What follows belongs to an exercise in optimizing a design on an open flow for small area, a short achievable clock period and few clock cycles per item; a production flow would make more cautious choices.
The RTL was checked by simulation tests, not by an equivalence proof against the original design.

red:
==> flow/design.v (excerpt) <==
module MulDiv (
    input         clk,
    input         reset,
    input  [31:0] a,
    input  [31:0] b,
    input         start_mul,
    input         start_div,
    output [31:0] hi,
    output [31:0] lo,
    output        done,
    output        div_zero
);
==> module MulDiv, before the edit <==
module MulDiv (
    input         clk,
    input         reset,
    input  [31:0] a,
    input  [31:0] b,
    input         start_mul,
    input         start_div,
    output [31:0] hi,
    output [31:0] lo,
    output        done,
    output        div_zero
);
localparam IDLE = 3'd0, MUL = 3'd1, DPRE = 3'd2, DIV = 3'd3, DPOST = 3'd4;
reg [2:0]  st;
reg [4:0]  cnt;
reg [31:0] H;        
reg [31:0] L;        
reg [34:0] X;        
reg        e;        
reg        first;    
reg [1:0]  skip;     
reg        sa, sb;   
reg        done_r, dz_r;
assign hi       = H;
assign lo       = L;
assign done     = done_r;
assign div_zero = dz_r;
wire [32:0] xm = {X[31] & (|X[30:0]), X[31:0]};    
wire [39:0] ms;
Multiplicador mstep (
    .P (first ? 32'd0 : H),
    .X (xm),
    .Y ({L[7:0], e & ~first}),
    .S (ms)
);
wire fit8  = (&L[31:7])  | ~|L[31:7];
wire fit16 = (&L[31:15]) | ~|L[31:15];
wire fit24 = (&L[31:23]) | ~|L[31:23];
wire [1:0] skip0 = fit8 ? 2'd3 : fit16 ? 2'd2 : fit24 ? 2'd1 : 2'd0;
wire       mlast = first ? fit8 : (cnt == 5'd0);
wire [1:0] sk    = ~mlast ? 2'd0 : first ? skip0 : skip;
reg [31:0] mh;
reg [31:0] ml;
always @(*) begin
    case (sk)
    2'd0: begin mh = ms[39:8];                   ml = {ms[7:0],  L[31:8]};  end
    2'd1: begin mh = {{8{ms[39]}},  ms[39:16]};  ml = {ms[15:0], L[31:16]}; end
    2'd2: begin mh = {{16{ms[39]}}, ms[39:24]};  ml = {ms[23:0], L[31:24]}; end
    default: begin mh = {{24{ms[39]}}, ms[39:32]}; ml = ms[31:0];          end
    endcase
end
wire [31:0] r2, t1;
wire        q1, q2;
Divisao dstep (.R(H), .N(X), .cin(~sb), .R2(r2), .q1(q1), .q2(q2), .t1(t1));
function [5:0] bitlen;
    input [31:0] v;
    integer i;
    begin
        bitlen = 6'd0;
        for (i = 0; i < 32; i = i + 1)
            if (v[i]) bitlen = i + 1;
    end
endfunction
wire        a_neg = X[31];
wire        b_neg = L[31];
wire [31:0] xa    = X[31:0] ^ {32{a_neg}};           
wire [31:0] xb    = L ^ {32{b_neg}};                  
wire [5:0]  la    = bitlen(xa);
wire [5:0]  lb    = bitlen(xb);                       
wire [6:0]  sdiff = {1'b0, la} - {1'b0, lb};          
wire        qzero = sdiff[6];                         
wire [4:0]  kk    = sdiff[5:1];                       
wire [34:0] bx    = {{3{b_neg}}, L};
wire [34:0] bsh   = qzero ? bx : ({bx[33:0], 1'b0} << {kk, 1'b0});
wire [34:0] nd    = bsh ^ {35{~b_neg}};               
wire        bzero = ~|L;
wire        inv   = sa ^ sb;
wire        quirk = sa & ~sb & ~|L & ~&t1;            
wire [31:0] qfix  = quirk ? 32'd1 : ((L ^ {32{inv}}) + {31'd0, sb});
always @(posedge clk) begin
    if (reset) begin
        st     <= IDLE;
        done_r <= 1'b0;
        dz_r   <= 1'b0;
    end else begin
        case (st)
        IDLE: begin
            X <= {3'b0, a};
            if (start_mul | start_div) begin
                L      <= b;
                done_r <= 1'b0;
                dz_r   <= 1'b0;
            end
            first <= 1'b1;
            if (start_mul)      st <= MUL;
            else if (start_div) st <= DPRE;
        end
        MUL: begin
            H     <= mh;
            L     <= ml;
            e     <= L[7];
            first <= 1'b0;
            if (first) begin
                skip <= skip0;
                cnt  <= {3'b0, 2'd2 - skip0};
            end else
                cnt  <= cnt - 5'd1;
            if (mlast) begin
                st     <= IDLE;
                done_r <= 1'b1;
            end
        end
        DPRE: begin
            sa  <= a_neg;
            sb  <= b_neg;
            H   <= xa;
            L   <= 32'd0;
            X   <= nd;
            cnt <= kk;
            if (bzero) begin
                st     <= IDLE;
                done_r <= 1'b1;
                dz_r   <= 1'b1;
            end else if (qzero) begin
                if (a_neg) st <= DPOST;
                else begin
                    st     <= IDLE;
                    done_r <= 1'b1;
                end
            end else
                st <= DIV;
        end
        DIV: begin
            H   <= r2;
            L   <= {L[29:0], q1, q2};
            cnt <= cnt - 5'd1;
            if (cnt == 5'd0) begin
                X <= {X[34], X[34:1]};
                if (sa | sb) st <= DPOST;
                else begin
                    st     <= IDLE;
                    done_r <= 1'b1;
                end
            end else
                X <= {{2{X[34]}}, X[34:2]};
        end
        DPOST: begin
            if (sa) H <= ~t1;
            L      <= qfix;
            st     <= IDLE;
            done_r <= 1'b1;
        end
        default: st <= IDLE;
        endcase
    end
end
endmodule
export LEC_CHECK = 0
export CAP_MARGIN = 20
export CORE_MARGIN = 2
export CORE_UTILIZATION = 45
export SLEW_MARGIN = 20
create_clock -name core_clock -period 30.0 [get_ports {clk}]
standard.sh (not shown) runs the stock make flow with config.mk's settings and CLKGATE_MAP_FILE= SYNTH_SCRIPT=/design/flow/synth_recipe.tcl, a recipe that flattens the netlist after the stock synthesis.
==> flow/flow/run.sh <==
#!/bin/bash
# Standard layout, with repair_timing aiming for extra setup slack so that
# the critical paths get sized for a shorter period than the 30 ns clock.
set -euo pipefail
bash standard.sh SETUP_SLACK_MARGIN=22.5 finish > standard.log 2>&1
Testbench counts of red, summed over its fixed seeds: cycles 8,909, items 1,920.
> inputs changed (red -> blue)
diff --git a/flow/design.v b/flow/design.v
--- a/flow/design.v
+++ b/flow/design.v
@@ -124,13 +124,13 @@
 wire [31:0] xa    = X[31:0] ^ {32{a_neg}};           
 wire [31:0] xb    = L ^ {32{b_neg}};                  
 wire [5:0]  la    = bitlen(xa);
 wire [5:0]  lb    = bitlen(xb);                       
 wire [6:0]  sdiff = {1'b0, la} - {1'b0, lb};          
 wire        qzero = sdiff[6];                         
-wire [4:0]  kk    = sdiff[5:1];                       
+wire [3:0]  kk    = sdiff[5] ? 4'd15 : sdiff[4:1];
 wire [34:0] bx    = {{3{b_neg}}, L};
 wire [34:0] bsh   = qzero ? bx : ({bx[33:0], 1'b0} << {kk, 1'b0});
 wire [34:0] nd    = bsh ^ {35{~b_neg}};               
 wire        bzero = ~|L;
 wire        inv   = sa ^ sb;
 wire        quirk = sa & ~sb & ~|L & ~&t1;            
@@ -171,13 +171,13 @@
         DPRE: begin
             sa  <= a_neg;
             sb  <= b_neg;
             H   <= xa;
             L   <= 32'd0;
             X   <= nd;
-            cnt <= kk;
+            cnt <= {1'b0, kk};
             if (bzero) begin
                 st     <= IDLE;
                 done_r <= 1'b1;
                 dz_r   <= 1'b1;
             end else if (qzero) begin
                 if (a_neg) st <= DPOST;
Results
On clock-pin slew of the registers on the worst-case setup and hold paths, red and blue are basically level.
Compared with red, via count in blue increased by a few percent.
On number of standard cells after synthesis: blue sits above red.
Side by side, time the final worst path needs with I/O delays and setup turned out higher in blue than in red.
For final clock period utilization by the worst path, red and blue come out practically identical.
Reported for red and blue, total of max-cap violations turned out identical to the last digit.
Global-route wire length before repair is higher on blue
blue ends up with a register fraction of the total cell area that is 0.35 points lower than in red.
blue against red: total track usage shows a reduction of 0.72 points; tightest hold margin shows an increase of 0.052 ns.
Testbench counts of blue, summed over its fixed seeds: cycles 8,909, items 1,920.

what the ideal ports hide:
The flow's constraints put no driver on any port. The routed layouts listed below were extracted and timed again, unchanged, in two steps. Step 1: set_driving_cell puts a clkbuf_16 on clk and a buf_2 on each other input, an assumption about the parent block. Step 2 times the ports against the registers' clock, not the clock port: input delays grow and output delays shrink by t, the midpoint of the rising clock arrivals with the driver on. a / b / c = ideal / step 1 / step 2; a / b = the first two.
run	t (ns)	setup slack, ns	worst slew at a driven data input, ns
red	0.549	22.528 / 22.468 / 22.032	0.07
blue	0.538	22.506 / 22.440 / 22.086	0.07
After both steps every run listed still meets setup and hold. For red, which loses most, drivers alone change the setup slack by -0.060 ns; drivers and shift together by -0.496 ns.
